This is an optimization exercise on Yosys and OpenROAD, whose aim is small area, a short achievable clock period and few clock cycles, not a production implementation.
Only simulation tests tie the RTL to the original design; equivalence was not proved.

==> flow/design.v (outline; a module is shown in full before it is edited, if it fits) <==
// module fundamental_milestone: 1498 lines
// module m1_fa: 4 lines
// module m1_ha: 4 lines
module fundamental_milestone (
		input logic Clock_50,
		input logic Resetn,
		input logic m1_enable,
		input logic [15:0] SRAM_read_data,
		output logic [15:0] SRAM_write_data,
		output logic SRAM_we_n,
		output logic [17:0] SRAM_address,
		output logic m1_disable
		);
  // ...
==> flow/run.sh <==
#!/bin/bash
# synth_recipe.tcl (not shown) runs the flow's synth.tcl, then flattens the netlist and writes it again
# the make line also repeats each setting of config.mk as NAME=value (left out here)
make -C /OpenROAD-flow-scripts/flow DESIGN_CONFIG=/design/flow/config.mk WORK_HOME=/design/flow/orfs CLKGATE_MAP_FILE= SYNTH_SCRIPT=/design/flow/synth_recipe.tcl finish
==> flow/config.mk <==
export PLATFORM = sky130hd
export DESIGN_NAME = fundamental_milestone
export DESIGN_NICKNAME = fundamental_milestone
export VERILOG_FILES = /design/flow/design.v
export SDC_FILE = /design/flow/constraint.sdc
export NUM_CORES = 4
export LEC_CHECK = 0
export CAP_MARGIN = 20
export CORE_MARGIN = 2
export CORE_UTILIZATION = 40
export PLACE_DENSITY = 0.6
export SLEW_MARGIN = 20
export SYNTH_HIERARCHICAL = 1
export SYNTH_MINIMUM_KEEP_SIZE = 0
==> flow/constraint.sdc <==
create_clock -name core_clock -period 16.0 [get_ports {Clock_50}]
set_input_delay 3.2000 -clock core_clock [delete_from_list [all_inputs] [get_ports {Clock_50}]]
set_output_delay 3.2000 -clock core_clock [all_outputs]
set_load 0.01 [all_outputs]
==> results.txt, run 1 <==
Skew-Pair Late Insertion Delay = 0.58 ns
crit end category = flop
FF/Latch Area = 0.008712 mm²
largest cell class by area = multi-input gates
clk buf depth = 3
Top Metal Used = met4
unrepaired setup endpoints after global routing = false
Hold Vio Cnt, Final = 0
# hold bufs at CTS = 0
Antenna diodes = 0
# Taps = 782
non-clock inverter count = 340
Worst Setup Path Type = reg2reg
Worst Path Required = 16.47 ns
initial antenna violation count = 2
Seq/Total Area, Yosys = 36.06%
post-cts sizing count = 0
met1 GRT Util = 25.29%
CTS tree = done
RePlAce Congestion = 0.8832
status = no timing/DRC/antenna violations
HPWL after DPL = 43,720 µm
final antenna-violating net count = 0
Overflow after GRT = 0
Die Area = 0.06237 mm²
ys flop type = dfxtp_1
Multi-input gate area = 0.01398 mm²
first-pass GRT wire length = 91,510 µm
# clock sinks = 353
Critical Path Max Stage Delay = 0.92 ns
largest registers = SRAM_address (18), wp (18), up (17)
cells on worst reg2reg path = 12
Max-slew headroom = 32.23%
dpl cell area = 0.02569 mm²
Area growth, synth to finish = 12.04%
Testbench counts, summed over its fixed seeds: cycles 1,536,200.
==> inputs of run 2 (changes only) <==
--- a/flow/design.v
+++ b/flow/design.v
@@ -95,53 +95,66 @@
 logic [17:0] wp;
 logic [17:0] inc;
 logic [7:0]  us0, us1, us2, us3, us4, us5, us6;    
 logic [7:0]  vs0, vs1, vs2, vs3, vs4, vs5, vs6;    
 logic [15:0] ybuf;
 logic [9:0]  fu, fv;            
 logic [7:0]  px_y;
 logic [9:0]  px_u, px_v;        
-logic        ev, ev0;           
 logic [10:0] r_a, r_b, g_a, g_b, b_a, b_b;
 logic        r_c, g_c, b_c;
 logic [8:0]  p1, p2, p3;        
 logic [7:0]  hold;
 logic [17:0] icy;
 always_comb begin
 	icy[0] = 1'b1;
 	for (int i = 1; i < 18; i++) icy[i] = icy[i-1] & SRAM_address[i-1];
 	inc = SRAM_address ^ icy;
 end
-logic        f_isv, f_pre, first_col, col78, last_col;
+logic        f_isv, f_pre;
+logic        c01, c02, c12, c32, c43, c42, c54, c53, c52;    
+logic [3:0]  nph;
+logic        n_isv, n_pre, n_first, n_78, n_last;
 logic [7:0]  t0, t1, t2, t3, t4, t5;
 logic [7:0]  s0, s1, s2, s3, s4, s5;
 always_comb begin
-	f_isv = (ph == 4'd1) || (ph == 4'd7);
-	f_pre = (ph == 4'd6) || (ph == 4'd7);
-	if (f_isv) begin s0 = vs0; s1 = vs1; s2 = vs2; s3 = vs3; s4 = vs4; s5 = vs5; end
-	else       begin s0 = us0; s1 = us1; s2 = us2; s3 = us3; s4 = us4; s5 = us5; end
-	if (f_pre) begin
-		first_col = (col == 7'd79);
-		col78     = 1'b0;
-		last_col  = (col == 7'd78);
+	nph = ph + 4'd1;
+	n_isv = (nph == 4'd1) || (nph == 4'd7);
+	n_pre = (nph == 4'd5) || (nph == 4'd7);
+	if (n_pre) begin
+		n_first = (col == 7'd79);
+		n_78    = 1'b0;
+		n_last  = (col == 7'd78);
 	end else begin
-		first_col = (col == 7'd0);
-		col78     = (col == 7'd78);
-		last_col  = (col == 7'd79);
-	end
-	t0 = s0; t1 = s1; t2 = s2; t3 = s3; t4 = s4; t5 = s5;
-	if (f_pre) begin
-		if (first_col) begin t0 = s2; t1 = s2; end
-		if (last_col)  begin t4 = s3; t5 = s3; end
-	end else begin
-		if (first_col) t0 = s1;
-		if (col78)     t5 = s4;
-		if (last_col)  begin t3 = s2; t4 = s2; t5 = s2; end
+		n_first = (col == 7'd0);
+		n_78    = (col == 7'd78);
+		n_last  = (col == 7'd79);
 	end
+	if (f_isv) begin s0 = vs0; s1 = vs1; s2 = vs2; s3 = vs3; s4 = vs4; s5 = vs5; end
+	else       begin s0 = us0; s1 = us1; s2 = us2; s3 = us3; s4 = us4; s5 = us5; end
+	t0 = c02 ? s2 : c01 ? s1 : s0;
+	t1 = c12 ? s2 : s1;
+	t2 = s2;
+	t3 = c32 ? s2 : s3;
+	t4 = c42 ? s2 : c43 ? s3 : s4;
+	t5 = c52 ? s2 : c53 ? s3 : c54 ? s4 : s5;
+end
+always_ff @(posedge Clock_50) begin
+	f_isv <= n_isv;
+	f_pre <= n_pre;
+	c02 <= n_pre & n_first;
+	c12 <= n_pre & n_first;
+	c01 <= ~n_pre & n_first;
+	c43 <= n_pre & n_last;
+	c53 <= n_pre & n_last;
+	c54 <= ~n_pre & n_78;
+	c32 <= ~n_pre & n_last;
+	c42 <= ~n_pre & n_last;
+	c52 <= ~n_pre & n_last;
 end
 logic [8:0] p1_d, p2_d, p3_d;
 wire fp_0 = t0[0] ^ t5[0];
 wire fp_1 = t0[0] & t5[0];
 wire fp_2 = t0[0] | t5[0];
 wire fp_3 = t0[1] ^ t5[1];
 wire fp_4 = t0[1] & t5[1];
 wire fp_5 = t0[1] | t5[1];
@@ -480,54 +493,66 @@
 wire fi_187 = fi_133 & fi_134;
 wire fi_188 = fi_133 | fi_134;
 wire fi_189 = fi_135 ^ fi_136;
 wire fi_190 = fi_135 & fi_136;
 wire fi_191 = fi_135 | fi_136;
 wire fi_192 = fi_137 ^ 1'b1;
 wire fi_193 = fi_137 & 1'b1;
 wire fi_194 = fi_137 | 1'b1;
-wire fi_195 = fi_169 | (fi_170 & fi_166);
-wire fi_196 = fi_175 | (fi_176 & fi_172);
-wire fi_197 = fi_176 & fi_173;
-wire fi_198 = fi_181 | (fi_182 & fi_178);
-wire fi_199 = fi_182 & fi_179;
-wire fi_200 = fi_187 | (fi_188 & fi_184);
-wire fi_201 = fi_188 & fi_185;
-wire fi_202 = fi_193 | (fi_194 & fi_190);
-wire fi_203 = fi_194 & fi_191;
-wire fi_204 = fi_172 | (fi_173 & fi_195);
-wire fi_205 = fi_196 | (fi_197 & fi_195);
-wire fi_206 = fi_184 | (fi_185 & fi_198);
-wire fi_207 = fi_185 & fi_199;
-wire fi_208 = fi_200 | (fi_201 & fi_198);
-wire fi_209 = fi_201 & fi_199;
-wire fi_210 = 1'b1 & fi_202;
-wire fi_211 = 1'b1 & fi_203;
-wire fi_212 = fi_178 | (fi_179 & fi_205);
-wire fi_213 = fi_198 | (fi_199 & fi_205);
-wire fi_214 = fi_206 | (fi_207 & fi_205);
-wire fi_215 = fi_208 | (fi_209 & fi_205);
-wire fi_216 = fi_190 | (fi_191 & fi_215);
-wire fi_217 = fi_202 | (fi_203 & fi_215);
-wire fi_218 = fi_210 | (fi_211 & fi_215);
-wire fi_219 = fi_168 ^ fi_166;
-wire fi_220 = fi_171 ^ fi_195;
-wire fi_221 = fi_174 ^ fi_204;
-wire fi_222 = fi_177 ^ fi_205;
-wire fi_223 = fi_180 ^ fi_212;
-wire fi_224 = fi_183 ^ fi_213;
-wire fi_225 = fi_186 ^ fi_214;
-wire fi_226 = fi_189 ^ fi_215;
-wire fi_227 = fi_192 ^ fi_216;
-wire fi_228 = 1'b1 ^ fi_217;
-assign fout = {fi_228, fi_227, fi_226, fi_225, fi_224, fi_223, fi_222, fi_221, fi_220, fi_219};
-assign px_y = ev ? ybuf[15:8] : ybuf[7:0];
-assign px_u = ev ? {2'b00, (ev0 ? us2 : us1)} : fu;
-assign px_v = ev ? {2'b00, vs1} : fv;
+wire fi_195 = fi_172 | (fi_173 & fi_169);
+wire fi_196 = fi_173 & fi_170;
+wire fi_197 = fi_178 | (fi_179 & fi_175);
+wire fi_198 = fi_179 & fi_176;
+wire fi_199 = fi_184 | (fi_185 & fi_181);
+wire fi_200 = fi_185 & fi_182;
+wire fi_201 = fi_190 | (fi_191 & fi_187);
+wire fi_202 = fi_191 & fi_188;
+wire fi_203 = 1'b1 & fi_193;
+wire fi_204 = 1'b1 & fi_194;
+wire fi_205 = fi_175 | (fi_176 & fi_195);
+wire fi_206 = fi_176 & fi_196;
+wire fi_207 = fi_197 | (fi_198 & fi_195);
+wire fi_208 = fi_198 & fi_196;
+wire fi_209 = fi_187 | (fi_188 & fi_199);
+wire fi_210 = fi_188 & fi_200;
+wire fi_211 = fi_201 | (fi_202 & fi_199);
+wire fi_212 = fi_202 & fi_200;
+wire fi_213 = fi_181 | (fi_182 & fi_207);
+wire fi_214 = fi_182 & fi_208;
+wire fi_215 = fi_199 | (fi_200 & fi_207);
+wire fi_216 = fi_200 & fi_208;
+wire fi_217 = fi_209 | (fi_210 & fi_207);
+wire fi_218 = fi_210 & fi_208;
+wire fi_219 = fi_211 | (fi_212 & fi_207);
+wire fi_220 = fi_212 & fi_208;
+wire fi_221 = fi_193 | (fi_194 & fi_219);
+wire fi_222 = fi_194 & fi_220;
+wire fi_223 = fi_203 | (fi_204 & fi_219);
+wire fi_224 = fi_204 & fi_220;
+wire fi_225 = fi_168 ^ fi_166;
+wire fi_226 = fi_169 | (fi_170 & fi_166);
+wire fi_227 = fi_171 ^ fi_226;
+wire fi_228 = fi_195 | (fi_196 & fi_166);
+wire fi_229 = fi_174 ^ fi_228;
+wire fi_230 = fi_205 | (fi_206 & fi_166);
+wire fi_231 = fi_177 ^ fi_230;
+wire fi_232 = fi_207 | (fi_208 & fi_166);
+wire fi_233 = fi_180 ^ fi_232;
+wire fi_234 = fi_213 | (fi_214 & fi_166);
+wire fi_235 = fi_183 ^ fi_234;
+wire fi_236 = fi_215 | (fi_216 & fi_166);
+wire fi_237 = fi_186 ^ fi_236;
+wire fi_238 = fi_217 | (fi_218 & fi_166);
+wire fi_239 = fi_189 ^ fi_238;
+wire fi_240 = fi_219 | (fi_220 & fi_166);
+wire fi_241 = fi_192 ^ fi_240;
+wire fi_242 = fi_221 | (fi_222 & fi_166);
+wire fi_243 = 1'b1 ^ fi_242;
+assign fout = {fi_243, fi_241, fi_239, fi_237, fi_235, fi_233, fi_231, fi_229, fi_227, fi_225};
 logic [10:0] r_a_d, r_b_d, g_a_d, g_b_d, b_a_d, b_b_d;
 logic        r_c_d, g_c_d, b_c_d;
 wire cr_0, cr_1;
 m1_fa u_cr_0 (.a(px_y[4]), .b(px_y[2]), .c(px_y[0]), .s(cr_0), .co(cr_1));
 wire cr_2, cr_3;
 m1_fa u_cr_2 (.a(px_y[5]), .b(px_y[3]), .c(px_y[1]), .s(cr_2), .co(cr_3));
 wire cr_4, cr_5;
 m1_fa u_cr_4 (.a(px_y[6]), .b(px_y[4]), .c(px_y[2]), .s(cr_4), .co(cr_5));
@@ -1516,17 +1541,17 @@
 			if (ph == 4'd9) begin
 				if (!wr_en) warm <= warm + 2'd1;
 				col <= (col == 7'd79) ? 7'd0 : col + 7'd1;
 			end
 			case (ph)
 				4'd1, 4'd2, 4'd3, 4'd6, 4'd7, 4'd8: SRAM_we_n <= ~wr_en;
 				default: SRAM_we_n <= 1'b1;
 			endcase
-			if (ph == 4'd8 && wr_en && (&inc)) begin
+			if (ph == 4'd8 && wr_en && SRAM_address == 18'h3FFFE) begin
 				m1_disable <= 1'b1;
 				running <= 1'b0;
 			end
 		end
 	end
 end
 always_ff @(posedge Clock_50) begin
 	if (!running) begin
@@ -1553,20 +1578,23 @@
 		us6 <= SRAM_read_data[7:0];
 	end
 	if (ph == 4'd1 || ph == 4'd8) begin
 		vs0 <= vs1; vs1 <= vs2; vs2 <= vs3; vs3 <= vs4; vs4 <= vs5;
 		vs5 <= (ph == 4'd8) ? SRAM_read_data[15:8] : vs6;
 		vs6 <= SRAM_read_data[7:0];
 	end
 	p1 <= p1_d; p2 <= p2_d; p3 <= p3_d;
-	if (ph == 4'd4 || ph == 4'd7) fu <= fout;
+	if (ph == 4'd4 || ph == 4'd6) fu <= fout;
 	if (ph == 4'd2 || ph == 4'd8) fv <= fout;
-	ev <= (ph == 4'd9) || (ph == 4'd4);
-	ev0 <= (ph == 4'd9);
+	case (ph)
+		4'd9: begin px_y <= ybuf[15:8]; px_u <= {2'b00, us2}; px_v <= {2'b00, vs1}; end
+		4'd4: begin px_y <= ybuf[15:8]; px_u <= {2'b00, us1}; px_v <= {2'b00, vs1}; end
+		default: begin px_y <= ybuf[7:0]; px_u <= fu; px_v <= fv; end
+	endcase
 	r_a <= r_a_d; r_b <= r_b_d; r_c <= r_c_d;
 	g_a <= g_a_d; g_b <= g_b_d; g_c <= g_c_d;
 	b_a <= b_a_d; b_b <= b_b_d; b_c <= b_c_d;
 	case (ph)
 		4'd1, 4'd6: begin SRAM_write_data <= {q_r, q_g}; hold <= q_b; end
 		4'd2, 4'd7: SRAM_write_data <= {hold, q_r};
 		default:    SRAM_write_data <= {q_g, q_b};    
 	endcase
==> flow/config.mk (replaced) <==
export PLATFORM = sky130hd
export DESIGN_NAME = fundamental_milestone
export DESIGN_NICKNAME = fundamental_milestone
export VERILOG_FILES = /design/flow/design.v
export SDC_FILE = /design/flow/constraint.sdc
export NUM_CORES = 4
export LEC_CHECK = 0
export CAP_MARGIN = 20
export CORE_MARGIN = 2
export CORE_UTILIZATION = 40
export CTS_BUF_LIST = sky130_fd_sc_hd__clkbuf_4
export CTS_CLUSTER_SIZE = 30
export PLACE_DENSITY = 0.6
export SLEW_MARGIN = 20
export SYNTH_HIERARCHICAL = 1
export SYNTH_MINIMUM_KEEP_SIZE = 0
==> run 2 against run 1 <==
Net effect: still clean; register-to-register slack gained 0.63 ns; via count increased by 4.6%; critical path depth is 11 lower; sequential share of layout area up 1.4 points; core utilization grew 0.15 points; area after synthesis increased by 2.8%; critical path type is now reg2out; highest routed layer is now met5.
==> results.txt, run 2 <==
Hold Crit Class = reg2reg
top post-synthesis cells by count = inv_1, fa_1, ha_1
Hold Vio Cnt, Final = 0 (unchanged)
crit path cell chain = clkdlybuf4s50_1
unrepaired setup endpoints after global routing = false
nets = 2,804
Worst Tran Pin Value = 1.043 ns
synth unique cells = 67
setup bufs post-CTS = 0
setup TNS = 0 ns
core area = 0.06148 mm²
1st-iter DRT viols = 986
f_max = 0.1950 GHz
vias in the first global route = 17.27k
RePlAce Congestion = 0.8361 (-5.3%)
largest net degree at the start of global routing = 57
crit end category = output pin
HPWL after DPL = 41,710 µm (-4.6%)
Die Span X = 253.1 µm
clk buf depth = 3 (unchanged)
Post-Syn Instances = 2,155
Slew Limit Fails = 0
drt via density = 5.081
Skew-Pair Late Insertion Delay = 0.88 ns (+0.30 ns)
vias post-DR = 16.07k
busiest metal layer after global routing = met2
Synth Cell Area = 0.02483 mm²
Worst Setup Path Type = reg2out
CP arrival = 1.93 ns
FF-to-FF Start = p1[7]
gate family responsible for the most delay along the worst path = flip-flops
I/O pin cnt = 55
# hold bufs at CTS = 0 (unchanged)
yosys warns = 7
layout cells sized above 1 = 11.66%
final worst slack = 10.87 ns
floorplan row count = 91
# clock sinks = 385 (+9.1%)
min Tclk post-route = 5.128 ns
Area growth, synth to finish = 12.04% (about the same)
initial antenna violation count = 6 (+4)
Post-synth ARST share = 4.156%
Synth area leaders = fa_1, edfxtp_1, dfxtp_1
pre-CTS setup slack = 10.99 ns
WL per Instance = 17.72 µm
WHS Path Cells = 1
Max-Cap Viols = 0
Routed WL = 56,040 µm
cells on worst reg2reg path = 14 (+2)
Max-slew headroom = 30.27% (-2.0 points)
most common cell in the synthesized netlist = inv_1
most common cell after layout, fill and taps aside = inv_1
Mean Syn Cell Area = 11.52 µm²
GRT Overall Usage = 18.25%
largest area contributor in the netlist = fa_1
H-tree depth = 3
fin crit share = 32.05%
critical path peak fanout = 1
Critical Path Max Stage Delay = 0.55 ns (-0.37 ns)
Die Area = 0.06408 mm² (+2.7%)
Buffers on Ports = 54
CP startpoint kind = flop
number of synthesized flops with an enable pin = 156
cts bufs inserted = 102
Worst Hold Endpoint = px_u[8]
WP buf/inv = 1
Synth top area share = 22.74%
initial cell density of the core = 40.38%
most frequent cells in the layout = inv_1, fa_1, ha_1, dfxtp_1, nand2_1
post-cts sizing count = 0 (unchanged)
Worst R2R End = fu[8]
Post-Syn Nets = 2,672
Overflow after GRT = 0 (unchanged)
count of final setup violators = 0
FF-to-FF setup slack = 10.99 ns
Critical-path top delay cell = dfstp_2
residual DRC count = 0
Seq/Total Area, Yosys = 37.66% (+1.6 points)
largest registers = SRAM_address (18), wp (18), up (17)
first-pass GRT wire length = 91,000 µm (-0.55%)
status = no timing/DRC/antenna violations
Root Buffer Master = clkbuf_4
ys flop type = dfxtp_1
final antenna-violating net count = 0 (unchanged)
GR Util met3 = 3.814%
met1 GRT Util = 23.16% (-2.1 points)
Hold Startpoint = fu[8]
FF+latch count, synth = 385
Worst Path Required = 12.80 ns (-3.67 ns)
# fillers = 5,778
M2 GR Usage = 31.03%
worst clock skew = 0.06532 ns
die height = 253.1 µm
clk slew on worst S/H paths = 0.07 ns
CTS tree = done
1st-pass router iterations = 6
==> run 2: cell count changes in the layout (fill, tap and decap cells not counted), sizes merged, moves of 13 or more <==
cell | before | now
nor2b | 10 | 23
mux2i | 86 | 27
dfxtp | 181 | 213
clkbuf | 65 | 151
o311ai | 1 | 20
clkinv | 5 | 28
nor2 | 110 | 82
nor3 | 10 | 32
==> run 2: final cells by class <==
cell class	count	area [µm²]	area share (%)
Tap cell	790	988.4	3.553
Multi-Input combinational cell	1362	14000	50.33
Sequential cell	385	9353	33.62
Inverter	349	1310	4.709
Antenna cell	5	12.51	0.04498
Timing Repair Buffer	87	788.3	2.834
Clock inverter	34	230.2	0.8276
Clock buffer	151	1134	4.075
==> run 2: logic make-up after synthesis <==
logic type / Yosys count / share of synthesized area (%)
adders and majority gates: 505 / 33.91
buffers and inverters: 408 / 6.189
AOI/OAI and AO/OA: 313 / 8.940
muxes: 82 / 4.127
and+or+nand+nor: 413 / 7.443
xor gates and xnor gates: 49 / 1.729
DFF: 385 / 37.66
==> run 2: worst max path at each step <==
stage,startpoint,endpoint,slack (ns),cells past startpoint
after global routing,p1[7],fu[8],10.64,14
final,SRAM_we_n,SRAM_we_n,10.87,1
after CTS,SRAM_we_n,SRAM_we_n,10.77,1
after global placement,p1[7],fu[8],11.06,14
after detailed placement,p1[7],fu[8],10.99,14
after floorplan,p1[7],fu[8],11.48,14
==> run 2: worst reg2reg max path, delay by kind of cell (launching register included) <==
family          cells  cell delay (ns)
simple gates        1             0.03
fa+ha+maj           5             2.30
xor+xnor            1             0.15
flops               1             0.42
compound gates      7             1.82
==> run 2: metrics by stage <==
| stage | instance area, µm² | hold slack [ns] | std cells | utilization, % |
|---|---|---|---|---|
| floorplan | 24830 | 0.4155 | 2155 | - |
| finish | 27820 | 0.4210 | 3163 | 45.24 |
| global route | 27810 | 0.4337 | 3162 | 45.24 |
| detailed placement | 26440 | 0.4258 | 2973 | 43.00 |
| global placement | 26440 | 0.4238 | 2973 | 43.00 |
| CTS | 27800 | 0.4203 | 3158 | 45.22 |
==> run 2: modules after synthesis, one instance, submodules excluded <==
module / copies in the design / cells inside
fundamental_milestone: 1 / 1868
m1_fa: 260 / 1
m1_ha: 27 / 1
==> run 2: routing by layer <==
| layer | share of wire, % | wire, µm | vias to the layer above |
|---|---|---|---|
| met2 | 50 | 27990 | 348 |
| met1 | 43 | 24130 | 8079 |
| met5 | 0.025 | 14 | - |
| met4 | 2.3 | 1286 | 2 |
| li1 | - | - | 7533 |
| met3 | 4.7 | 2611 | 109 |
Testbench counts of run 2, summed over its fixed seeds: cycles 1,536,200.
==> inputs of run 3 (changes only) <==
--- a/flow/config.mk
+++ b/flow/config.mk
@@ -8,8 +8,6 @@
 export CAP_MARGIN = 20
 export CORE_MARGIN = 2
 export CORE_UTILIZATION = 40
-export CTS_BUF_LIST = sky130_fd_sc_hd__clkbuf_4
-export CTS_CLUSTER_SIZE = 30
 export PLACE_DENSITY = 0.6
 export SLEW_MARGIN = 20
 export SYNTH_HIERARCHICAL = 1
==> run 3 against run 2 <==
Net effect: setup slack better by 0.16 ns; first-iteration DRC count down 4.9%; final cell count down 3.4%; worst hold slack better by 0.0089 ns; fmax up 3.2%; register-to-register slack better by 0.04 ns.
==> results.txt, run 3 <==
I/O pin cnt = 55 (unchanged)
core area = 0.06148 mm² (unchanged)
# fillers = 5,688 (-1.6%)
setup bufs post-CTS = 0 (unchanged)
H-tree depth = 2 (-1)
1st-pass router iterations = 5 (-1)
status = no timing/DRC/antenna violations
Synth top area share = 22.74% (unchanged)
min Tclk post-route = 4.970 ns (-0.1580 ns)
clk buf depth = 3 (unchanged)
most common cell in the synthesized netlist = inv_1
WL per Instance = 18.23 µm (+2.9%)
top post-synthesis cells by count = inv_1, fa_1, ha_1
vias in the first global route = 16.80k (-2.8%)
Mean Syn Cell Area = 11.52 µm² (unchanged)
clk slew on worst S/H paths = 0.07 ns (about the same)
Worst Path Required = 16.31 ns (+3.51 ns)
crit end category = flop
CP arrival = 5.28 ns (+3.35 ns)
Max-Cap Viols = 0 (unchanged)
Post-Syn Nets = 2,672 (unchanged)
FF/Latch Area = 0.009353 mm² (unchanged)
fin crit share = 31.06% (-0.99 points)
Post-synth ARST share = 4.156% (unchanged)
initial antenna violation count = 3 (-3)
Root Buffer Master = clkbuf_16
largest area contributor in the netlist = fa_1
first-pass GRT wire length = 90,180 µm (-0.91%)
Post-Syn Instances = 2,155 (unchanged)
Worst Tran Pin Value = 1.044 ns (+0.001073 ns)
floorplan row count = 91 (unchanged)
worst clock skew = 0.03204 ns (-0.03328 ns)
most frequent cells in the layout = inv_1, fa_1, ha_1, dfxtp_1, nand2_1
count of final setup violators = 0 (unchanged)
Worst Setup Path Type = reg2reg
# hold bufs at CTS = 0 (unchanged)
Max-slew headroom = 30.19% (-0.072 points)
number of synthesized flops with an enable pin = 156 (unchanged)
f_max = 0.2012 GHz (+3.2%)
Synth area leaders = fa_1, edfxtp_1, dfxtp_1
# clock sinks = 385 (unchanged)
CTS tree = done
nets = 2,746 (-2.1%)
largest registers = SRAM_address (18), wp (18), up (17)
Hold Vio Cnt, Final = 0 (unchanged)
Multi-input gate area = 0.01400 mm² (unchanged)
vias post-DR = 15.71k (-2.3%)
GRT Overall Usage = 18.00% (-0.25 points)
1st-iter DRT viols = 938 (-4.9%)
Skew-Pair Late Insertion Delay = 0.59 ns (-0.29 ns)
yosys warns = 7 (unchanged)
Hold Crit Class = reg2reg
RePlAce Congestion = 0.8361 (unchanged)
Overflow after GRT = 0 (unchanged)
ys flop type = dfxtp_1
Synth Cell Area = 0.02483 mm² (unchanged)
synth unique cells = 67 (unchanged)
die height = 253.1 µm (unchanged)
setup TNS = 0 ns (unchanged)
CP startpoint kind = flop
FF+latch count, synth = 385 (unchanged)
final antenna-violating net count = 0 (unchanged)
cts bufs inserted = 44 (-57%)
Slew Limit Fails = 0 (unchanged)
critical path peak fanout = 3 (+2)
drt via density = 5.142 (+1.2%)
most common cell after layout, fill and taps aside = inv_1
unrepaired setup endpoints after global routing = false
HPWL after DPL = 41,710 µm (unchanged)
layout cells sized above 1 = 7.859% (-3.8 points)
Seq/Total Area, Yosys = 37.66% (unchanged)
Routed WL = 55,700 µm (-0.61%)
residual DRC count = 0 (unchanged)
Area growth, synth to finish = 12.58%
Antenna diodes = 0 (-5)
Die Area = 0.06408 mm² (unchanged)
largest net degree at the start of global routing = 57 (unchanged)
final core occ = 45.46% (+0.22 points)
Buffers on Ports = 54 (unchanged)
initial cell density of the core = 40.38% (unchanged)
post-cts sizing count = 0 (unchanged)
Die Span X = 253.1 µm (unchanged)
[run 3: modules after synthesis, one instance, submodules excluded]
module	area, µm²	copies in the design	flops+latches
m1_ha	12.51	27	0
fundamental_milestone	19280	1	385
m1_fa	20.02	260	0
[run 3: critical path: stages (launching register included)]
cell and delay, ns:
dfxtp_1 0.41, ha_1 0.28, fa_1 0.56, fa_1 0.43, fa_1 0.47, fa_1 0.56
o21a_1 0.13, nor2_1 0.03, o41ai_1 0.70, a211o_1 0.28, a21oi_2 0.08, o21bai_1 0.28
a221o_1 0.26, a21oi_2 0.08, xor2_1 0.15
[run 3: final cells by class]
cell class	count	share of cell area [%]
Tap cell	790	3.536
Timing Repair Buffer	87	2.820
Multi-Input combinational cell	1362	50.09
Clock buffer	57	4.221
Sequential cell	385	33.46
Clock inverter	25	1.186
Inverter	349	4.687
[run 3: cell families after synthesis]
family | count (synthesis) | share of synthesized area [%]
adder cells (fa/ha/maj) | 505 | 33.91
AND/OR/NAND/NOR | 413 | 7.443
buffers and inverters | 408 | 6.189
flip-flops | 385 | 37.66
AO/OA/AOI/OAI | 313 | 8.940
multiplexers | 82 | 4.127
XOR/XNOR | 49 | 1.729
[run 3: per-layer routing]
metal	part of all wire [%]	global-route usage [%]	vias up
li1	-	-	7335
met1	44	23.65	7965
met2	49	30.78	303
met3	4.2	2.868	103
met4	2.4	5.021	2
met5	0.023	0	-
[run 3: worst paths after layout]
| kind | start | to | slack, ns | cells after the start |
|---|---|---|---|---|
| worst min register to register | fu[8] | px_u[8] | 0.43 | 1 |
| min in group asynchronous | Resetn | col[3] | 3.06 | 1 |
| worst max register to register | p1[7] | fu[8] | 11.03 | 14 |
| worst min-delay path | fu[8] | px_u[8] | 0.43 | 1 |
| worst max-delay path | p1[7] | fu[8] | 11.03 | 14 |
| max in group asynchronous | Resetn | running | 12.40 | 1 |
[run 3: per-stage QoR]
stage	hold WS, ns	area, µm²	cells	setup WS (ns)
final	0.4299	27950	3055	11.03
after global routing	0.4528	27950	3055	10.72
after CTS	0.4375	27950	3055	10.99
after detailed placement	0.4258	26440	2973	10.99
after global placement	0.4238	26440	2973	11.06
after floorplan	0.4155	24830	2155	11.48
==> inputs of run 4 (changes only) <==
==> flow/flow/run.sh (new file) <==
#!/bin/bash
set -euo pipefail
cat >> config.mk <<'EOC'
export SETUP_SLACK_MARGIN = 11.3
EOC
bash standard.sh > standard.log 2>&1
==> flow/standard.sh (new file) <==
#!/bin/bash
# synth_recipe.tcl (not shown) runs the flow's synth.tcl, then flattens the netlist and writes it again
# the make line also repeats each setting of config.mk as NAME=value (left out here)
make -C /OpenROAD-flow-scripts/flow DESIGN_CONFIG=/design/flow/config.mk WORK_HOME=/design/flow/orfs CLKGATE_MAP_FILE= SYNTH_SCRIPT=/design/flow/synth_recipe.tcl "${@:-finish}"
--- a/flow/config.mk
+++ b/flow/config.mk
@@ -12,3 +12,4 @@
 export SLEW_MARGIN = 20
 export SYNTH_HIERARCHICAL = 1
 export SYNTH_MINIMUM_KEEP_SIZE = 0
+export SETUP_SLACK_MARGIN = 11.3
removed: flow/run.sh
==> run 4 against run 3 <==
Net effect: still clean on timing, DRC and antenna; first-iteration DRC count rose by 0.96%; wire length increased by 0.18%; worst hold slack about the same; die area unchanged; synthesized cell count is the same; clock-buffer cell count unchanged; highest routed layer unchanged.
==> results.txt, run 4 <==
status = no timing/DRC/antenna violations
Synth area leaders = fa_1, edfxtp_1, dfxtp_1
fin crit share = 28.82% (-2.2 points)
die height = 253.1 µm (unchanged)
Worst Hold Endpoint = px_u[8]
unrepaired setup endpoints after global routing = false
setup TNS = 0 ns (unchanged)
Root Buffer Master = clkbuf_16
Worst Path Required = 12.80 ns (-3.51 ns)
1st-pass router iterations = 5 (unchanged)
synth unique cells = 67 (unchanged)
Routed WL = 55,800 µm (+0.18%)
Worst R2R End = fu[8]
Die Area = 0.06408 mm² (unchanged)
count of final setup violators = 0 (unchanged)
worst clock skew = 0.02969 ns (-0.002353 ns)
cells on worst reg2reg path = 14 (unchanged)
clk buf depth = 3 (unchanged)
WL per Instance = 18.24 µm (about the same)
FF+latch count, synth = 385 (unchanged)
Overflow after GRT = 0 (unchanged)
largest area contributor in the netlist = fa_1
initial antenna violation count = 3 (unchanged)
# clock sinks = 385 (unchanged)
Worst Tran Pin Value = 1.061 ns (+0.01749 ns)
clk slew on worst S/H paths = 0.07 ns (about the same)
Slew Limit Fails = 0 (unchanged)
final antenna-violating net count = 0 (unchanged)
Die Span X = 253.1 µm (unchanged)
I/O pin cnt = 55 (unchanged)
largest net degree at the start of global routing = 57 (unchanged)
Multi-input gate area = 0.01409 mm² (+0.63%)
Seq/Total Area, Yosys = 37.66% (unchanged)
Synth top area share = 22.74% (unchanged)
Max-slew headroom = 29.23% (-0.97 points)
HPWL after DPL = 41,710 µm (unchanged)
Mean Syn Cell Area = 11.52 µm² (unchanged)
CP arrival = 1.41 ns (-3.87 ns)
FF-to-FF Start = p1[7]
Post-synth ARST share = 4.156% (unchanged)
Critical-path top delay cell = clkdlybuf4s50_1
nets = 2,750 (+0.15%)
residual DRC count = 0 (unchanged)
Buffers on Ports = 54 (unchanged)
first-pass GRT wire length = 90,310 µm (+0.15%)
crit end category = output pin
crit path cell chain = clkdlybuf4s50_1
Hold Startpoint = fu[8]
number of synthesized flops with an enable pin = 156 (unchanged)
FF/Latch Area = 0.009368 mm² (+0.16%)
# fillers = 5,677 (-0.19%)
crit path from = SRAM_write_data[7]
Post-Syn Instances = 2,155 (unchanged)
Area growth, synth to finish = 13.02%
Worst Setup Path Type = reg2out
most common cell in the synthesized netlist = inv_1
core area = 0.06148 mm² (unchanged)
Skew-Pair Late Insertion Delay = 0.59 ns (about the same)
Hold Crit Class = reg2reg
Synth Cell Area = 0.02483 mm² (unchanged)
layout cells sized above 1 = 9.167% (+1.3 points)
most common cell after layout, fill and taps aside = inv_1
Critical Path Max Stage Delay = 0.54 ns (-0.16 ns)
critical path depth = 1 (-13)
yosys warns = 7 (unchanged)
Max-Cap Viols = 0 (unchanged)
largest registers = SRAM_address (18), wp (18), up (17)
1st-iter DRT viols = 947 (+0.96%)
FF-to-FF setup slack = 11.46 ns (+0.43 ns)
cts bufs inserted = 44 (unchanged)
vias post-DR = 15.74k (+0.23%)
Hold Vio Cnt, Final = 0 (unchanged)
min Tclk post-route = 4.610 ns (-0.3597 ns)
CP startpoint kind = flop
ys flop type = dfxtp_1
critical path peak fanout = 1 (-2)
drt via density = 5.147 (about the same)
floorplan row count = 91 (unchanged)
CTS tree = done
vias in the first global route = 16.81k (+0.042%)
Antenna diodes = 0 (unchanged)
H-tree depth = 2 (unchanged)
gate family responsible for the most delay along the worst path = buffers and inverters
RePlAce Congestion = 0.8361 (unchanged)
Post-Syn Nets = 2,672 (unchanged)
f_max = 0.2169 GHz (+7.8%)
WP buf/inv = 1 (+1)
initial cell density of the core = 40.38% (unchanged)
GRT Overall Usage = 18.03% (+0.027 points)
WHS Path Cells = 1 (unchanged)
most frequent cells in the layout = inv_1, fa_1, ha_1, dfxtp_1, nand2_1
top post-synthesis cells by count = inv_1, fa_1, ha_1
==> run 4: cell count changes in the layout (fill, tap and decap cells not counted), moves of 4 or more <==
cell	previous run	this run
buf_4	33	37
clkdlybuf4s50_1	54	34
dfxtp_1	212	202
dfxtp_2	1	10
dlygate4sd2_1	0	20
fa_1	282	275
fa_2	0	7
ha_1	216	212
==> run 4: layout make-up <==
| type | count | share of cell area (%) |
|---|---|---|
| Timing Repair Buffer | 91 | 2.827 |
| Inverter | 349 | 4.668 |
| Sequential cell | 385 | 33.38 |
| Tap cell | 790 | 3.523 |
| Clock inverter | 25 | 1.182 |
| Clock buffer | 57 | 4.205 |
| Multi-Input combinational cell | 1362 | 50.21 |
==> run 4: cells by family after synthesis <==
group	Yosys count	synth area share, %
and+or+nand+nor	413	7.443
buffers and inverters	408	6.189
DFF	385	37.66
AOI/OAI and AO/OA	313	8.940
xor gates and xnor gates	49	1.729
muxes	82	4.127
adders and majority gates	505	33.91
==> run 4: per-stage QoR <==
stage / util [%] / hold WS [ns] / area (µm²) / instances / setup WS (ns)
2_1_floorplan: - / 0.4155 / 24830 / 2155 / 11.48
3_3_place_gp: 43.00 / 0.4238 / 26440 / 2973 / 11.06
3_5_place_dp: 43.00 / 0.4258 / 26440 / 2973 / 10.99
4_1_cts: 45.47 / 0.4375 / 27960 / 3055 / 11.33
5_1_grt: 45.64 / 0.4528 / 28060 / 3059 / 11.29
6_report: 45.64 / 0.4301 / 28060 / 3059 / 11.39
==> run 4: timing repair <==
item | in CTS | in global routing
gates resized for setup | 31 | 19
pin swaps | 0 | 15
hold buffers | 0 | 0
cloned | 0 | 0
buffers inserted | 0 | 4
setup endpoints to repair | 29 | 7
==> run 4: layer usage <==
metal	vias to the layer above	share of wire [%]	track usage, %
met5	-	0.023	0
met4	2	2.3	5.038
met3	96	4.0	2.868
met2	298	50	30.84
met1	8003	44	23.68
li1	7345	-	-
==> run 4: worst max path at each step <==
stage                              end  slack, ns
CTS                              fu[8]      11.33
detailed placement               fu[8]      10.99
floorplan                        fu[8]      11.48
global route                     fu[8]      11.29
finish              SRAM_write_data[7]      11.39
global placement                 fu[8]      11.06
==> run 4: Yosys stat by module (local to each module, per instance) <==
module	cells inside	cell area [µm²]
m1_fa	1	20.02
fundamental_milestone	1868	19280
m1_ha	1	12.51
==> inputs of run 5 (changes only) <==
==> flow/flow/run.sh (replaced) <==
#!/bin/bash
set -euo pipefail
cat >> config.mk <<'EOC'
export SETUP_SLACK_MARGIN = 11.8
EOC
bash standard.sh > standard.log 2>&1
--- a/flow/config.mk
+++ b/flow/config.mk
@@ -12,4 +12,4 @@
 export SLEW_MARGIN = 20
 export SYNTH_HIERARCHICAL = 1
 export SYNTH_MINIMUM_KEEP_SIZE = 0
-export SETUP_SLACK_MARGIN = 11.3
+export SETUP_SLACK_MARGIN = 11.8
==> run 5 against run 4 <==
Net effect: worst hold slack got worse by 0.0063 ns; via count increased by 0.54%; synthesized cell count unchanged; critical endpoint is now fv[8]; final cell count increased by 0.72%; sequential cell count unchanged; die area unchanged; clock skew decreased by 0.0040 ns; sequential share of layout area decreased by 0.17 points; setup slack improved by 0.16 ns.
==> results.txt, run 5 <==
CP startpoint kind = flop
routed metal-1 wire length = 24,320 µm (-1.0%)
most common cell in the synthesized netlist = inv_1
Post-Syn Instances = 2,155 (unchanged)
Worst Tran Pin Value = 1.069 ns (+0.007082 ns)
Max-Cap Viols = 0 (unchanged)
Critical Path Max Stage Delay = 0.55 ns (about the same)
Seq/Total Area, Yosys = 37.66% (unchanged)
FF+latch count, synth = 385 (unchanged)
top post-synthesis cells by count = inv_1, fa_1, ha_1
drt via density = 5.138 (-0.18%)
ys flop type = dfxtp_1
I/O pin cnt = 55 (unchanged)
residual DRC count = 0 (unchanged)
final antenna-violating net count = 0 (unchanged)
min Tclk post-route = 4.453 ns (-0.1579 ns)
RePlAce Congestion = 0.8650 (+3.5%)
Critical-path top delay cell = fa_2
dpl cell area = 0.02648 mm² (+0.15%)
DR WL met2 = 27,560 µm (-0.52%)
gate family responsible for the most delay along the worst path = adder cells
Skew-Pair Late Insertion Delay = 0.59 ns (about the same)
number of synthesized flops with an enable pin = 156 (unchanged)
status = no timing/DRC/antenna violations
cts bufs inserted = 43 (-2.3%)
Hold Crit Class = reg2reg
initial cell density of the core = 40.38% (unchanged)
CP dominant cell by count = fa_2
Worst Path Required = 16.33 ns (+3.53 ns)
die height = 253.1 µm (unchanged)
first-pass GRT wire length = 90,000 µm (-0.34%)
1st-pass router iterations = 8 (+3)
clk buf depth = 3 (unchanged)
WHS = 0.4238 ns (-0.006336 ns)
core area = 0.06148 mm² (unchanged)
CP arrival = 4.78 ns (+3.37 ns)
yosys warns = 7 (unchanged)
Synth top area share = 22.74% (unchanged)
count of final setup violators = 0 (unchanged)
initial antenna violation count = 2 (-1)
fin crit share = 27.83% (-0.99 points)
HPWL after DPL = 41,390 µm (-0.76%)
Post-synth ARST share = 4.156% (unchanged)
Mean Syn Cell Area = 11.52 µm² (unchanged)
crit end category = flop
WP buf/inv = 0 (-1)
layout cells sized above 1 = 13.75% (+4.6 points)
final worst slack = 11.55 ns (+0.1579 ns)
Antenna diodes = 0 (unchanged)
WL per Instance = 18.15 µm (-0.51%)
# clock sinks = 385 (unchanged)
unrepaired setup endpoints after global routing = true
Die Area = 0.06408 mm² (unchanged)
FF-to-FF setup slack = 11.55 ns (+0.09 ns)
CTS tree = done
Overflow after GRT = 0 (unchanged)
Max-slew headroom = 28.55% (-0.68 points)
critical path peak fanout = 3 (+2)
Die Span X = 253.1 µm (unchanged)
Detail Route met3 WL = 2529 µm (+13%)
Buffers on Ports = 54 (unchanged)
Post-Syn Nets = 2,672 (unchanged)
synth unique cells = 67 (unchanged)
largest area contributor in the netlist = fa_1
setup TNS = 0 ns (unchanged)
Root Buffer Master = clkbuf_16
floorplan row count = 91 (unchanged)
1st-iter DRT viols = 1,158 (+22%)
Hold Vio Cnt, Final = 0 (unchanged)
clk slew on worst S/H paths = 0.06 ns (about the same)
GRT Overall Usage = 18.05% (+0.026 points)
Synth Cell Area = 0.02483 mm² (unchanged)
largest net degree at the start of global routing = 72 (+26%)
worst clock skew = 0.02569 ns (-0.003998 ns)
H-tree depth = 2 (unchanged)
Top Metal Used = met4
Area growth, synth to finish = 14.40%
Worst Setup Path Type = reg2reg
largest registers = SRAM_address (18), wp (18), up (17)
vias in the first global route = 16.76k (-0.29%)
Design Area, Final = 0.02840 mm² (+1.2%)
nets = 2,773 (+0.84%)
vias post-DR = 15.83k (+0.54%)
most common cell after layout, fill and taps aside = inv_1
Synth area leaders = fa_1, edfxtp_1, dfxtp_1
most frequent cells in the layout = inv_1, fa_1, ha_1, nand2_1, dfxtp_1
Routed WL = 55,910 µm (+0.20%)
pre-CTS setup slack = 11.38 ns (+0.3840 ns)
f_max = 0.2246 GHz (+3.5%)
Slew Limit Fails = 0 (unchanged)
crit path cell chain = ha_4, fa_2, fa_2, fa_2, fa_2, ha_4, a21oi_1, nor2_1, a211o_1, a21oi_2, o21bai_2, a221o_1, a21oi_2, xor2_1
## run 5: area by class of cell
class | instances | area [µm²]
clock buffers | 59 | 1187
clock inverters | 21 | 351.6
fillers | 5642 | 33080
inverters | 349 | 1310
multi-input cells | 1362 | 14150
flip-flops and latches | 385 | 9434
well taps | 790 | 988.4
repair buffers | 115 | 982.2
## run 5: worst paths after layout
check	startpoint	end	cells after the start
max	p1[6]	fv[8]	14
min	us5[5]	us4[5]	0
max reg2reg	p1[6]	fv[8]	14
min reg2reg	us5[5]	us4[5]	0
max in group asynchronous	Resetn	running	1
min in group asynchronous	Resetn	col[4]	1
## run 5: stage by stage
step,utilization (%),cells
finish,46.20,3081
detailed placement,43.07,2971
floorplan,-,2155
CTS,45.92,3072
global placement,43.07,2971
global route,46.20,3081
## run 5: per-module statistics from Yosys (local to each module, per instance)
| module | flip-flops and latches | times used |
|---|---|---|
| fundamental_milestone | 385 | 1 |
| m1_fa | 0 | 260 |
| m1_ha | 0 | 27 |
## run 5: kinds of logic after synthesis
family | Yosys count | synth area share (%)
flip-flops | 385 | 37.66
multiplexers | 82 | 4.127
AO/OA/AOI/OAI | 313 | 8.940
XOR/XNOR | 49 | 1.729
adder cells (fa/ha/maj) | 505 | 33.91
buffers and inverters | 408 | 6.189
AND/OR/NAND/NOR | 413 | 7.443
## run 5: repair_timing
item / 4_1_cts / 5_1_grt
hold endpoints to repair: 0 / 0
pin swaps: 11 / 9
hold buffers: 0 / 0
setup buffers: 21 / 9
resized for setup: 211 / 29
setup endpoints to repair: 48 / 53
## run 5: per-layer routing
layer | GRT usage [%] | vias up
met5 | 0 | -
met4 | 5.393 | 0
met3 | 3.084 | 99
met2 | 30.81 | 363
met1 | 23.50 | 7963
li1 | - | 7404
==> inputs of run 6 (changes only) <==
==> flow/flow/run.sh (replaced) <==
#!/bin/bash
set -euo pipefail
cat >> config.mk <<'EOC'
export SETUP_SLACK_MARGIN = 12.2
EOC
bash standard.sh > standard.log 2>&1
--- a/flow/config.mk
+++ b/flow/config.mk
@@ -12,4 +12,4 @@
 export SLEW_MARGIN = 20
 export SYNTH_HIERARCHICAL = 1
 export SYNTH_MINIMUM_KEEP_SIZE = 0
-export SETUP_SLACK_MARGIN = 11.8
+export SETUP_SLACK_MARGIN = 12.2
==> run 6 against run 5 <==
Net effect: sequential share of layout area decreased by 0.43 points; clock skew up 0.016 ns; synthesized cell count stayed put; still clean on timing, DRC and antenna; critical path depth fell by 13; final cell count increased by 1.0%; design area up 1.8%; fmax decreased by 0.29%; setup slack worse by 0.013 ns.
==> results.txt, run 6 <==
largest registers = SRAM_address (18), wp (18), up (17)
initial cell density of the core = 40.38% (unchanged)
initial antenna violation count = 0 (-2)
Synth area leaders = fa_1, edfxtp_1, dfxtp_1
vias in the first global route = 17.16k (+2.4%)
crit end category = output pin
1st-iter DRT viols = 950 (-18%)
setup TNS = 0 ns (unchanged)
Mean Syn Cell Area = 11.52 µm² (unchanged)
layout cells sized above 1 = 16.75% (+3.0 points)
Die Area = 0.06408 mm² (unchanged)
largest net degree at the start of global routing = 69 (-4.2%)
critical path peak fanout = 1 (-2)
RePlAce Congestion = 0.8285 (-4.2%)
Skew-Pair Late Insertion Delay = 0.59 ns (about the same)
ys flop type = dfxtp_1
most common cell in the synthesized netlist = inv_1
CTS tree = done
cts bufs inserted = 44 (+2.3%)
Antenna diodes = 0 (unchanged)
Critical-path top delay cell = dfstp_2
cells on worst reg2reg path = 14 (unchanged)
gate family responsible for the most delay along the worst path = flip-flops
Worst Tran Pin Value = 1.131 ns (+0.06268 ns)
vias post-DR = 16.05k (+1.4%)
Worst Setup Path Type = reg2out
WHS = 0.4356 ns (+0.01177 ns)
final antenna-violating net count = 0 (unchanged)
# fillers = 5,547 (-1.7%)
Post-synth ARST share = 4.156% (unchanged)
critical path depth = 1 (-13)
Post-Syn Instances = 2,155 (unchanged)
Buffers on Ports = 54 (unchanged)
min Tclk post-route = 4.465 ns (+0.01280 ns)
Max-Cap Viols = 0 (unchanged)
floorplan row count = 91 (unchanged)
WHS Path Cells = 1 (+1)
most frequent cells in the layout = inv_1, fa_1, ha_1, nand2_1, dfxtp_1
most common cell after layout, fill and taps aside = inv_1
CP arrival = 1.27 ns (-3.51 ns)
Seq/Total Area, Yosys = 37.66% (unchanged)
Max-slew headroom = 24.18% (-4.4 points)
WL per Instance = 18.52 µm (+2.1%)
first-pass GRT wire length = 93,580 µm (+4.0%)
largest area contributor in the netlist = fa_1
Synth top area share = 22.74% (unchanged)
unrepaired setup endpoints after global routing = true
drt via density = 5.157 (+0.37%)
Hold Crit Class = reg2reg
Synth Cell Area = 0.02483 mm² (unchanged)
Slew Limit Fails = 0 (unchanged)
final core occ = 47.05% (+0.85 points)
I/O pin cnt = 55 (unchanged)
H-tree depth = 2 (unchanged)
# clock sinks = 385 (unchanged)
Critical Path Max Stage Delay = 0.57 ns (+0.02 ns)
Die Span X = 253.1 µm (unchanged)
Worst Path Required = 12.80 ns (-3.53 ns)
clk slew on worst S/H paths = 0.06 ns (about the same)
worst clock skew = 0.04202 ns (+0.01633 ns)
WP buf/inv = 1 (+1)
synth unique cells = 67 (unchanged)
status = no timing/DRC/antenna violations
top post-synthesis cells by count = inv_1, fa_1, ha_1
number of synthesized flops with an enable pin = 156 (unchanged)
core area = 0.06148 mm² (unchanged)
Post-Syn Nets = 2,672 (unchanged)
Overflow after GRT = 0 (unchanged)
yosys warns = 7 (unchanged)
Routed WL = 57,640 µm (+3.1%)
Root Buffer Master = clkbuf_16
nets = 2,804 (+1.1%)
count of final setup violators = 0 (unchanged)
residual DRC count = 0 (unchanged)
1st-pass router iterations = 8 (unchanged)
crit path cell chain = buf_6
GRT Overall Usage = 18.67% (+0.61 points)
die height = 253.1 µm (unchanged)
CP startpoint kind = flop
FF+latch count, synth = 385 (unchanged)
fin crit share = 27.91% (+0.080 points)
Area growth, synth to finish = 16.51%
f_max = 0.2239 GHz (-0.29%)
Hold Vio Cnt, Final = 0 (unchanged)
HPWL after DPL = 41,320 µm (-0.18%)
# hold bufs at CTS = 0 (unchanged)
clk buf depth = 3 (unchanged)
## run 6: cell counts after synthesis
Identical to the previous run, type by type.
## run 6: repair_timing
item | CTS | global route
pin swaps | 38 | 24
gates resized for setup | 255 | 49
endpoints found under the hold margin | 0 | 0
cloned | 0 | 0
setup buffers | 56 | 10
setup endpoints to repair | 68 | 79
## run 6: cells by family (layout without fill, tap and decap cells)
group,count (synthesis),count (layout),share of synthesized area (%)
XOR/XNOR,49,49,1.729
buffers and inverters,408,575,6.189
flip-flops,385,385,37.66
AND/OR/NAND/NOR,413,413,7.443
AO/OA/AOI/OAI,313,313,8.940
multiplexers,82,82,4.127
adder cells (fa/ha/maj),505,505,33.91
## run 6: metrics by stage
stage          instances  instance area (µm²)  setup slack [ns]
6_report            3112                28930             11.53
4_1_cts             3102                28600             11.51
5_1_grt             3112                28930             11.40
3_5_place_dp        2965                26470             11.43
3_3_place_gp        2965                26470             11.49
2_1_floorplan       2155                24920             11.69
## run 6: per-module statistics from Yosys (local to each module, per instance)
module | area [µm²] | flops+latches | cells | times used
fundamental_milestone | 19280 | 385 | 1868 | 1
m1_fa | 20.02 | 0 | 1 | 260
m1_ha | 12.51 | 0 | 1 | 27
## run 6: area by class of cell
type	instances	area, µm²	share of cell area (%)
Clock buffer	68	1351	4.671
Clock inverter	13	156.4	0.5407
Inverter	349	1325	4.580
Multi-Input combinational cell	1362	14390	49.73
Sequential cell	385	9484	32.79
Tap cell	790	988.4	3.417
Timing Repair Buffer	145	1236	4.273
## run 6: worst register-to-register path, stage by stage, from the launching register on
cell and delay, ns:
dfxtp_4 0.35, ha_4 0.24, fa_2 0.54, fa_1 0.44, fa_2 0.55, fa_1 0.46
o21a_1 0.15, nor2_2 0.13, o41ai_4 0.10, a211o_1 0.35, a21oi_2 0.19, o21bai_2 0.08
a221o_1 0.32, buf_4 0.15, xor2_2 0.14
## run 6: path summary, 6_finish.rpt
| check | startpoint | to | slack (ns) |
|---|---|---|---|
| worst max-delay path | SRAM_we_n | SRAM_we_n | 11.53 |
| worst min register to register | fv[9] | px_v[9] | 0.44 |
| worst min-delay path | fv[9] | px_v[9] | 0.44 |
| max in group asynchronous | Resetn | running | 12.41 |
| min in group asynchronous | Resetn | col[5] | 3.06 |
| worst max register to register | p1[5] | fv[7] | 11.56 |
## run 6: metal layers
layer	vias up	routed length [µm]	track usage, %
li1	7469	-	-
met1	8143	24960	24.25
met2	351	28830	32.55
met3	85	2657	2.662
met4	0	1196	5.055
met5	-	0	0

## re-timing with driven ports
The results above use ideal ports. As a check the final layouts listed here were re-extracted and re-timed, cells and wires unchanged. Step 1, drivers: a clkbuf_16 drives Clock_50 and a buf_2 each remaining input, both assumed. Step 2 moves the port delays by t, midway between the first and last clock arrival at a register: inputs arrive t later, outputs are due t later. That takes back most of the time a late clock gives input paths. Slacks: no drivers / after step 1 / after step 2; pairs: no drivers / after step 1.
| run | shift t [ns] | slack for setup (ns) | worst setup path after step 2 | pins driven straight from the clock port |
|---|---|---|---|---|
| run 1 | 0.625 | 10.361 / 10.361 / 10.361 | register to register | 1 |
| run 2 | 0.901 | 10.872 / 10.814 / 10.986 | register to register | 1 |
| run 3 | 0.636 | 11.030 / 11.030 / 11.030 | register to register | 1 |
| run 4 | 0.636 | 11.390 / 11.331 / 11.388 | input to register | 1 |
| run 5 | 0.643 | 11.548 / 11.494 / 11.410 | input to register | 1 |
| run 6 | 0.626 | 11.535 / 11.475 / 11.560 | register to register | 1 |
After both steps every run listed still meets setup and hold. For run 5, which loses most, drivers alone change the setup slack by -0.054 ns; drivers and shift together by -0.138 ns.
